From an optimization exercise on the open Yosys and OpenROAD flow, aimed at small area, a short achievable clock period and few clock cycles per item; shortcuts taken in it are not production practice. RTL that was checked went through simulation tests only; none was proved equivalent to the original. Power is estimated from default activity; no workload was simulated.

v4:
## part4_mac
module part4_mac(clk, reset, a, b, f, valid_in, valid_out);
clock: 6.0 ns
lec_check: 0
cap_margin: 20
core_margin: 2
core_utilization: 65
cts_buf_list: sky130_fd_sc_hd__clkbuf_4 sky130_fd_sc_hd__clkbuf_8
place_density: 0.75
setup_slack_margin: 3.3
slew_margin: 20
tns_end_percent: 10
standard.sh (not shown) runs the stock make flow with config.mk's settings and CLKGATE_MAP_FILE= SYNTH_SCRIPT=/design/flow/synth_recipe.tcl, a recipe that flattens the netlist after the stock synthesis.
==> flow/flow/run.sh <==
#!/bin/bash
# The standard layout, with one extra step between synthesis and
# floorplan: flow/bubble.py removes the inverters that Yosys's full-adder
# extraction leaves around full adders (a full adder is self-dual, so it can
# work on complemented inputs and give complemented outputs instead).
# Registers and the logic function are unchanged.
set -uo pipefail
R=$PWD/orfs/results/sky130hd/part4_mac/base
bash standard.sh synth > synth.log 2>&1 || exit 1
cp "$R/1_2_yosys.v" 1_2_yosys_standard.v
python3 flow/bubble.py 1_2_yosys_standard.v "$R/1_2_yosys.v" > bubble.log 2>&1 || exit 1
touch "$R/1_2_yosys.v"
bash standard.sh finish > standard.log 2>&1
Other scripts of this flow, unchanged in this note and not shown: flow/flow/bubble.py
Testbench counts of v4, summed over its fixed seeds: cycles 4,824, items 4,800.
Relative to v4, the following input files were edited for v52:
- SETUP_SLACK_MARGIN changed from 3.3 to 3.1
- TNS_END_PERCENT removed (was 10)
- CTS_BUF_LIST removed (was sky130_fd_sc_hd__clkbuf_4 sky130_fd_sc_hd__clkbuf_8)
- PLACE_DENSITY removed (was 0.75)
- CORE_UTILIZATION changed from 65 to 40
## What came out
Going from v4 to v52, number of buffers other than clock buffers in the final layout went up; initial standard-cell utilization of the core went down; number of gates resized after CTS went up.
In terms of maximum clock frequency, v4 and v52 differ only marginally.
The share of the clock period used by the worst path after layout was comparable across v52 and v4.
What v24 does differently from v52 at the input level:
- PLACE_DENSITY now 0.75, previously not set
- SETUP_SLACK_MARGIN now 2.9, was 3.1
- TNS_END_PERCENT now 10, previously not set
- CTS_BUF_LIST now sky130_fd_sc_hd__clkbuf_4 sky130_fd_sc_hd__clkbuf_8, previously not set
- CORE_UTILIZATION now 65, was 40
Results
NOTE estimated wirelength of the detail-placed design v52->v24 decreased by a few percent
Re final weighted congestion of routability-driven global placement: v52 and v24 aren't equal, and the lower value belongs to v52.
Required arrival time at the worst endpoint | v24 above v52
Part of the power in the clock network (higher): v52
Against v52, clock-buffer cell count in v24 fell by a little under 10%.
Inputs modified between v24 and v22:
- PLACE_DENSITY removed (was 0.75)
- CORE_UTILIZATION changed from 65 to 40
- TNS_END_PERCENT removed (was 10)
- SETUP_SLACK_MARGIN changed from 2.9 to 3.1
Results
Post-layout instance area for v22: about 9% up relative to v24
The beginning of the critical path comes out ovp in one run and keep in the other, namely in v24 and v22 respectively.
Sort v22 and v24 by well tap count desc -> top: v22
Diff v24 -> v22: sequential share of power went down by 2.4 points, die area went up by about 60%, total wire length went up by 1300 um, global-route usage went down by 11 points, final worst-path setup slack went up by 0.016 ns.
[v22 vs v24] maximum frequency: higher in v22
Minimum clock period ends up higher on v24.
Between v22 and v24, the detailed-route via count is lower for v24.

---

v51:
part4_mac again, from the RTL that the note above started with.
==> flow/config.mk <==
export PLATFORM = sky130hd
export DESIGN_NAME = part4_mac
export DESIGN_NICKNAME = part4_mac
export VERILOG_FILES = /design/flow/design.v
export SDC_FILE = /design/flow/constraint.sdc
export NUM_CORES = 4
export LEC_CHECK = 0
export CAP_MARGIN = 20
export CORE_MARGIN = 2
export CORE_UTILIZATION = 65
export PLACE_DENSITY = 0.75
export SETUP_SLACK_MARGIN = 3.1
export SLEW_MARGIN = 20
==> flow/constraint.sdc <==
create_clock -name core_clock -period 6.0 [get_ports {clk}]
set_input_delay 1.2000 -clock core_clock [delete_from_list [all_inputs] [get_ports {clk}]]
set_output_delay 1.2000 -clock core_clock [all_outputs]
set_load 0.01 [all_outputs]
Scripts as last shown in full above: flow/flow/run.sh
Other scripts of this flow, unchanged in this note and not shown: flow/flow/bubble.py
Testbench counts of v51, summed over its fixed seeds: cycles 4,824, items 4,800.
Inputs modified between v51 and v35:
Settings: TNS_END_PERCENT newly set to 10; GPL_ROUTABILITY_DRIVEN newly set to 0; CTS_BUF_LIST newly set to sky130_fd_sc_hd__clkbuf_4 sky130_fd_sc_hd__clkbuf_8.
==> flow/flow/run.sh <==
#!/bin/bash
# The standard layout, with two changes:
#  - one extra step between synthesis and floorplan: flow/bubble.py removes
#    the inverters that Yosys's full-adder extraction leaves around full
#    adders (a full adder is self-dual, so it can work on complemented inputs
#    and give complemented outputs instead). Registers and the logic
#    function are unchanged.
#  - the I/O ports are buffered with buf_2 cells instead of the default
#    delay-buffer cells.
set -uo pipefail
R=$PWD/orfs/results/sky130hd/part4_mac/base
P='BUFFER_PORTS_ARGS=-buffer_cell sky130_fd_sc_hd__buf_2'
bash standard.sh "$P" synth > synth.log 2>&1 || exit 1
cp "$R/1_2_yosys.v" 1_2_yosys_standard.v
python3 flow/bubble.py 1_2_yosys_standard.v "$R/1_2_yosys.v" > bubble.log 2>&1 || exit 1
touch "$R/1_2_yosys.v"
bash standard.sh "$P" finish > standard.log 2>&1
--- outcome ---
The final layout from v35, which completed every stage, passed the timing, DRC and antenna checks at the end of the flow.
Of v51 and v35, v51 shows the higher utilization, with v35 below it.
Delta (v35 minus v51): routed length on met1 fell 9.8%; portion of total power attributed to combinational logic fell 2.0 points.
v35 reports its end point of the critical path as keep$_DFF_P_ while v51 reports raw[23]$_DFF_P_.
From v51 to v35 the numbers moved as follows: footprint of the multi-input gates has decreased, final period utilization has increased, clock latency at the later pin of the worst-skew pair has increased.
Modified inputs, v56 compared to v35
Settings: clearing GPL_ROUTABILITY_DRIVEN, which used to be 0.
==> flow/flow/run.sh <==
#!/bin/bash
# The standard layout, with one extra step between synthesis and
# floorplan: flow/bubble.py removes the inverters that Yosys's full-adder
# extraction leaves around full adders (a full adder is self-dual, so it can
# work on complemented inputs and give complemented outputs instead).
# Registers and the logic function are unchanged.
set -uo pipefail
R=$PWD/orfs/results/sky130hd/part4_mac/base
bash standard.sh synth > synth.log 2>&1 || exit 1
cp "$R/1_2_yosys.v" 1_2_yosys_standard.v
python3 flow/bubble.py 1_2_yosys_standard.v "$R/1_2_yosys.v" > bubble.log 2>&1 || exit 1
touch "$R/1_2_yosys.v"
bash standard.sh finish > standard.log 2>&1
==> comparison <==
- Non-clock buffer count, v56 and v35, lower one = v35.
- Summary of v56 over v35: clock period minus final worst setup slack saw an increase; met3 layer usage reported by global route saw an increase; setup slack of the most critical reg-to-reg path barely changed; share of the final layout cell area in multi-input gates shrank by 1.8 points; final routed wirelength across all metal layers has increased.
- v56 vs. v35: design area saw an increase, utilization went up by 2.3 points.
What v17 does differently from v56 at the input level:
Settings: clearing TNS_END_PERCENT, which used to be 10.
v17: done, clean on timing, DRC and antenna
Fmax (v17 over v56): increase, 0.40%
Looking at v17 and v56, the sequential cell count is a wash.
The higher area of all placed cells without fillers came out of v17.
Internal power component delta for v17 relative to v56: 0.77% higher
Summary of v17 over v56: count of clock-net buffers in the final layout picked up an extra 2, sequential portion of the cell area decreased by 0.68 points relative to the old numbers, first-pass GRT wire length shrank by 0.39%, number of inserted filler cells in the final layout fell by 101, met2 usage has increased.
For the pin slew with the least headroom to its limit, v17 came in 0.0068 ns higher than v56 did.

---

part4_mac again, from the RTL that the note above started with.
// part4_mac
module part4_mac(clk, reset, a, b, f, valid_in, valid_out);
Settings: LEC_CHECK=0, CAP_MARGIN=20, CORE_MARGIN=2, CORE_UTILIZATION=40, SETUP_SLACK_MARGIN=3.1, SLEW_MARGIN=20; clock period 6.0 ns.
run.sh (not shown) runs the stock make flow with config.mk's settings and CLKGATE_MAP_FILE= SYNTH_SCRIPT=/design/flow/synth_recipe.tcl, a recipe that flattens the netlist after the stock synthesis.
Stock flow here: none of the scripts above is used.
The baseline finished with timing, DRC and antenna clean.
Testbench counts at the start, summed over its fixed seeds: cycles 4,824, items 4,800.
Change:
==> flow/flow/run.sh (new file) <==
#!/bin/bash
# The standard layout, without Yosys's full-adder extraction (the adder
# logic is left to ABC), and with the I/O ports buffered by buf_2 cells.
set -uo pipefail
bash standard.sh ADDER_MAP_FILE= BUFFER_PORTS_ARGS="-buffer_cell sky130_fd_sc_hd__buf_2" finish > standard.log 2>&1
==> flow/standard.sh (new file) <==
#!/bin/bash
# synth_recipe.tcl (not shown) runs the flow's synth.tcl, then flattens the netlist and writes it again
# the make line also repeats each setting of config.mk as NAME=value (left out here)
make -C /OpenROAD-flow-scripts/flow DESIGN_CONFIG=/design/flow/config.mk WORK_HOME=/design/flow/orfs CLKGATE_MAP_FILE= SYNTH_SCRIPT=/design/flow/synth_recipe.tcl "${@:-finish}"
- SETUP_SLACK_MARGIN: 3.1 -> 3.4
removed: flow/run.sh
Outcome:
- setup slack got worse by 0.37 ns
- power came out higher by 41%
- non-clock buffer count came out higher by 45
- synthesized area came out higher by 21%
- sequential power came out higher by 24%
Change:
==> flow/flow/run.sh (replaced) <==
#!/bin/bash
# The standard layout, with the I/O ports buffered by buf_2 cells.
set -uo pipefail
bash standard.sh BUFFER_PORTS_ARGS="-buffer_cell sky130_fd_sc_hd__buf_2" finish > standard.log 2>&1
- SETUP_SLACK_MARGIN: 3.4 -> 3.1
Result:
- synthesized cell count fell by 31%
- worst setup slack improved by 0.36 ns
- final cell count went down by 27%
- wire length drops by 29%
- synthesized area came out lower by 18%
- non-clock buffer count went down by 30
- global-route usage falls by 1.7 points
- sequential cell count stays the same
- clock power went down by about 5%
- design area is lower by 19%
- combinational power decreases by 36%

---

part4_mac, a different RTL version from the one above (not shown whole).
For scale: ~1100 cells after synthesis, ~10000 um^2 of cells after synthesis.
clock: 6.0 ns
lec_check: 0
cap_margin: 20
core_margin: 2
core_utilization: 40
setup_slack_margin: 3.3
slew_margin: 20
Stock flow here: none of the scripts above is used.
The starting point produced a clean layout.
==> next run, changes <==
- SETUP_SLACK_MARGIN: 3.3 -> default
Die area does not change.
Cell area shrinks by 4.4%.
Clock power stays flat.
Non-clock buffer count shrinks by 16.
Area after synthesis does not change.
Worst setup slack loses 0.42 ns.
Total power shrinks by 8.8%.
Via count shrinks by 2.2%.
Function was not checked in any run of this note: the RTL went through the layout flow alone.

---

== build 38 ==
part4_mac, a different RTL version from the one above (not shown whole).
For scale: about 800 cells after synthesis, ~8300 µm² of cells after synthesis.
export LEC_CHECK = 0
export CAP_MARGIN = 20
export CORE_MARGIN = 2
export CORE_UTILIZATION = 65
export CTS_BUF_LIST = sky130_fd_sc_hd__clkbuf_4 sky130_fd_sc_hd__clkbuf_8
export GPL_ROUTABILITY_DRIVEN = 0
export PLACE_DENSITY = 0.75
export SETUP_SLACK_MARGIN = 3.1
export SLEW_MARGIN = 20
export TNS_END_PERCENT = 3
create_clock -name core_clock -period 6.0 [get_ports {clk}]
standard.sh (not shown) runs the stock make flow with config.mk's settings and CLKGATE_MAP_FILE= SYNTH_SCRIPT=/design/flow/synth_recipe.tcl, a recipe that flattens the netlist after the stock synthesis.
==> flow/flow/run.sh <==
#!/bin/bash
# The standard layout, with two changes:
#  - one extra step between synthesis and floorplan: flow/bubble.py removes
#    the inverters that Yosys's full-adder extraction leaves around full
#    adders (a full adder is self-dual, so it can work on complemented inputs
#    and give complemented outputs instead). Registers and the logic
#    function are unchanged.
#  - the I/O ports are buffered with buf_2 cells instead of the default
#    delay-buffer cells.
set -uo pipefail
R=$PWD/orfs/results/sky130hd/part4_mac/base
P='BUFFER_PORTS_ARGS=-buffer_cell sky130_fd_sc_hd__buf_2'
bash standard.sh "$P" synth > synth.log 2>&1 || exit 1
cp "$R/1_2_yosys.v" 1_2_yosys_standard.v
python3 flow/bubble.py 1_2_yosys_standard.v "$R/1_2_yosys.v" > bubble.log 2>&1 || exit 1
touch "$R/1_2_yosys.v"
bash standard.sh "$P" finish > standard.log 2>&1
Other scripts of this flow, unchanged in this note and not shown: flow/flow/bubble.py
Testbench counts of build 38, summed over its fixed seeds: cycles 4,824, items 4,800.
Edits applied to the flow inputs when going from build 38 to build 78:
- a change of PLACE_DENSITY from 0.75 to 0.7
- a change of TNS_END_PERCENT from 3 to 10
[summary]
Delta (build 78 minus build 38): final clock period utilization by the worst path saw an increase, part of the total power dissipated in the clock network saw a decrease.
Changes observed in build 78 relative to build 38: number of I/O port buffers neither gained nor lost much; share of the core filled with cells in the final layout lost 0.84 points.
Relative to build 78, the following input files were edited for build 62:
- changing PLACE_DENSITY from 0.7 to 0.75
- changing CORE_UTILIZATION from 65 to 60
Findings:
For peak supply drop, dividing the value from build 62 by the value from build 78 gives 1.2. Hold slack, build 62 and build 78, lower one = build 78. Compared to build 78, the router laid down more metal wire for build 62. Build 78 vs build 62, launching instance or port of the critical path: keep$_DFF_P_ vs ovp$_DFF_P_.
Here is what was changed in the inputs of build 33 compared with build 62.
- a change of CORE_UTILIZATION from 60 to 65
- a deleted GPL_ROUTABILITY_DRIVEN that had been 0
==> flow/flow/run.sh <==
#!/bin/bash
# The standard layout, with one extra step between synthesis and
# floorplan: flow/bubble.py removes the inverters that Yosys's full-adder
# extraction leaves around full adders (a full adder is self-dual, so it can
# work on complemented inputs and give complemented outputs instead).
# Registers and the logic function are unchanged.
set -uo pipefail
R=$PWD/orfs/results/sky130hd/part4_mac/base
bash standard.sh synth > synth.log 2>&1 || exit 1
cp "$R/1_2_yosys.v" 1_2_yosys_standard.v
python3 flow/bubble.py 1_2_yosys_standard.v "$R/1_2_yosys.v" > bubble.log 2>&1 || exit 1
touch "$R/1_2_yosys.v"
bash standard.sh finish > standard.log 2>&1
--- outcome ---
Against build 62, via count in build 33 fell by a few percent. The number of standard cells in the layout, taps in and fillers out number comes out lower for build 33 vs build 62. Re clock distribution area overhead in the final layout: build 33 and build 62 aren't equal, and the lower value belongs to build 62. Any difference in logic depth of the worst setup path including buffers between build 33 and build 62 is small enough to ignore. Summary of build 33 over build 62: wire length the detailed router placed on met1 higher, routing usage on met1 higher. Changes observed in build 33 relative to build 62: power drawn by the sequential cells neither gained nor lost much, maximum operating frequency picked up an extra about 2.5%.
--- input diff build 33..build 47 ---
- CORE_UTILIZATION: 65 -> 75
- PLACE_DENSITY: 0.75 -> 0.85
==> run summary <==
Looking at count of clock-buffer cells in the layout, build 47 sits below build 33.
Build 47 against build 33: combinational power share rose 3.1 points; final cell count went down.
Summary: maximum frequency, build 47 worse than build 33
Build 47 vs. build 33: count of antenna-violating nets left after detailed routing flat; final critical-path setup slack down 0.31 ns; combinational power up about 13%.

---

## the reference run
part4_mac again, from the RTL that the note above started with.
// part4_mac
module part4_mac(clk, reset, a, b, f, valid_in, valid_out);
Settings: LEC_CHECK=0, CAP_MARGIN=20, CORE_MARGIN=2, CORE_UTILIZATION=55, CTS_BUF_LIST=sky130_fd_sc_hd__clkbuf_4 sky130_fd_sc_hd__clkbuf_8, PLACE_DENSITY=0.7, SETUP_SLACK_MARGIN=3.1, SLEW_MARGIN=20, TNS_END_PERCENT=10; clock period 6.0 ns.
==> flow/flow/run.sh <==
#!/bin/bash
# The standard layout, with two changes:
#  - one extra step between synthesis and floorplan: flow/bubble.py removes
#    the inverters that Yosys's full-adder extraction leaves around full
#    adders (a full adder is self-dual, so it can work on complemented inputs
#    and give complemented outputs instead). Registers and the logic
#    function are unchanged.
#  - the I/O ports are buffered with buf_2 cells instead of the default
#    delay-buffer cells.
set -uo pipefail
R=$PWD/orfs/results/sky130hd/part4_mac/base
P='BUFFER_PORTS_ARGS=-buffer_cell sky130_fd_sc_hd__buf_2'
bash standard.sh "$P" synth > synth.log 2>&1 || exit 1
cp "$R/1_2_yosys.v" 1_2_yosys_standard.v
python3 flow/bubble.py 1_2_yosys_standard.v "$R/1_2_yosys.v" > bubble.log 2>&1 || exit 1
touch "$R/1_2_yosys.v"
bash standard.sh "$P" finish > standard.log 2>&1
Other scripts of this flow, unchanged in this note and not shown: flow/flow/bubble.py
The reference run completed; timing, DRC and antenna clean
Testbench counts of the reference run, summed over its fixed seeds: cycles 4,824, items 4,800.
[inputs] the trial run vs the reference run
Settings: CORE_UTILIZATION changed from 55 to 65; PLACE_DENSITY changed from 0.7 to 0.75.
==> comparison <==
Between the reference run and the trial run, the number of sinks on the clock net figures differ only marginally. Going from the reference run to the trial run, total design power shrank slightly. Detailed-routed wire length on met3 for the trial run is higher than for the reference run. Non-clock buffer instance count of the final layout (the trial run vs. the reference run) increases by a few percent.

separate check: timing with driven ports:
How much do the figures lean on ideal ports? The routed layouts below were timed once more, with nothing changed but the port constraints.
Step 1: set_driving_cell puts a clkbuf_16 on clk and a buf_2 on each other input, an assumption about the parent block.
Step 2 also shifts input and output timing later by t, the mid clock arrival at the registers, as if the neighbouring blocks saw the same clock.
Three values: ideal, step 1, step 2; two values: the first two.
| run | t (ns) | slack for setup (ns) | worst slew at a driven data input, ns | cell pins on the clock port's net |
|---|---|---|---|---|
| v4 | 0.488 | 2.762 / 2.762 / 2.762 | 0.04 | 1 |
| v52 | 0.459 | 2.768 / 2.768 / 2.768 | 0.03 | 1 |
| v24 | 0.482 | 2.764 / 2.764 / 2.764 | 0.03 | 1 |
| v22 | 0.487 | 2.780 / 2.780 / 2.780 | 0.03 | 1 |
| v51 | 0.453 | 2.828 / 2.828 / 2.828 | 0.05 | 1 |
| v35 | 0.488 | 2.801 / 2.801 / 2.801 | 0.03 | 1 |
| v56 | 0.482 | 2.787 / 2.787 / 2.787 | 0.05 | 1 |
| v17 | 0.475 | 2.800 / 2.800 / 2.800 | 0.05 | 1 |
| the first run of note 3 | 0.453 | 2.722 / 2.722 / 2.722 | 0.04 | 1 |
| the second run of note 3 | 0.465 | 2.350 / 2.350 / 2.350 | 0.03 | 1 |
| the third run of note 3 | 0.469 | 2.709 / 2.709 / 2.709 | 0.05 | 1 |
| the first run of note 4 | 0.468 | 3.117 / 3.117 / 3.117 | 0.04 | 1 |
| the second run of note 4 | 0.465 | 2.699 / 2.699 / 2.699 | 0.04 | 1 |
| build 38 | 0.490 | 2.806 / 2.806 / 2.806 | 0.03 | 1 |
| build 78 | 0.468 | 2.789 / 2.789 / 2.789 | 0.03 | 1 |
| build 62 | 0.492 | 2.763 / 2.763 / 2.763 | 0.03 | 1 |
| build 33 | 0.483 | 2.843 / 2.843 / 2.843 | 0.04 | 1 |
| build 47 | 0.506 | 2.535 / 2.535 / 2.535 | 0.04 | 1 |
| the reference run | 0.473 | 2.767 / 2.767 / 2.767 | 0.03 | 1 |
| the trial run | 0.476 | 2.808 / 2.808 / 2.808 | 0.04 | 1 |
After both steps every run listed still meets setup and hold.
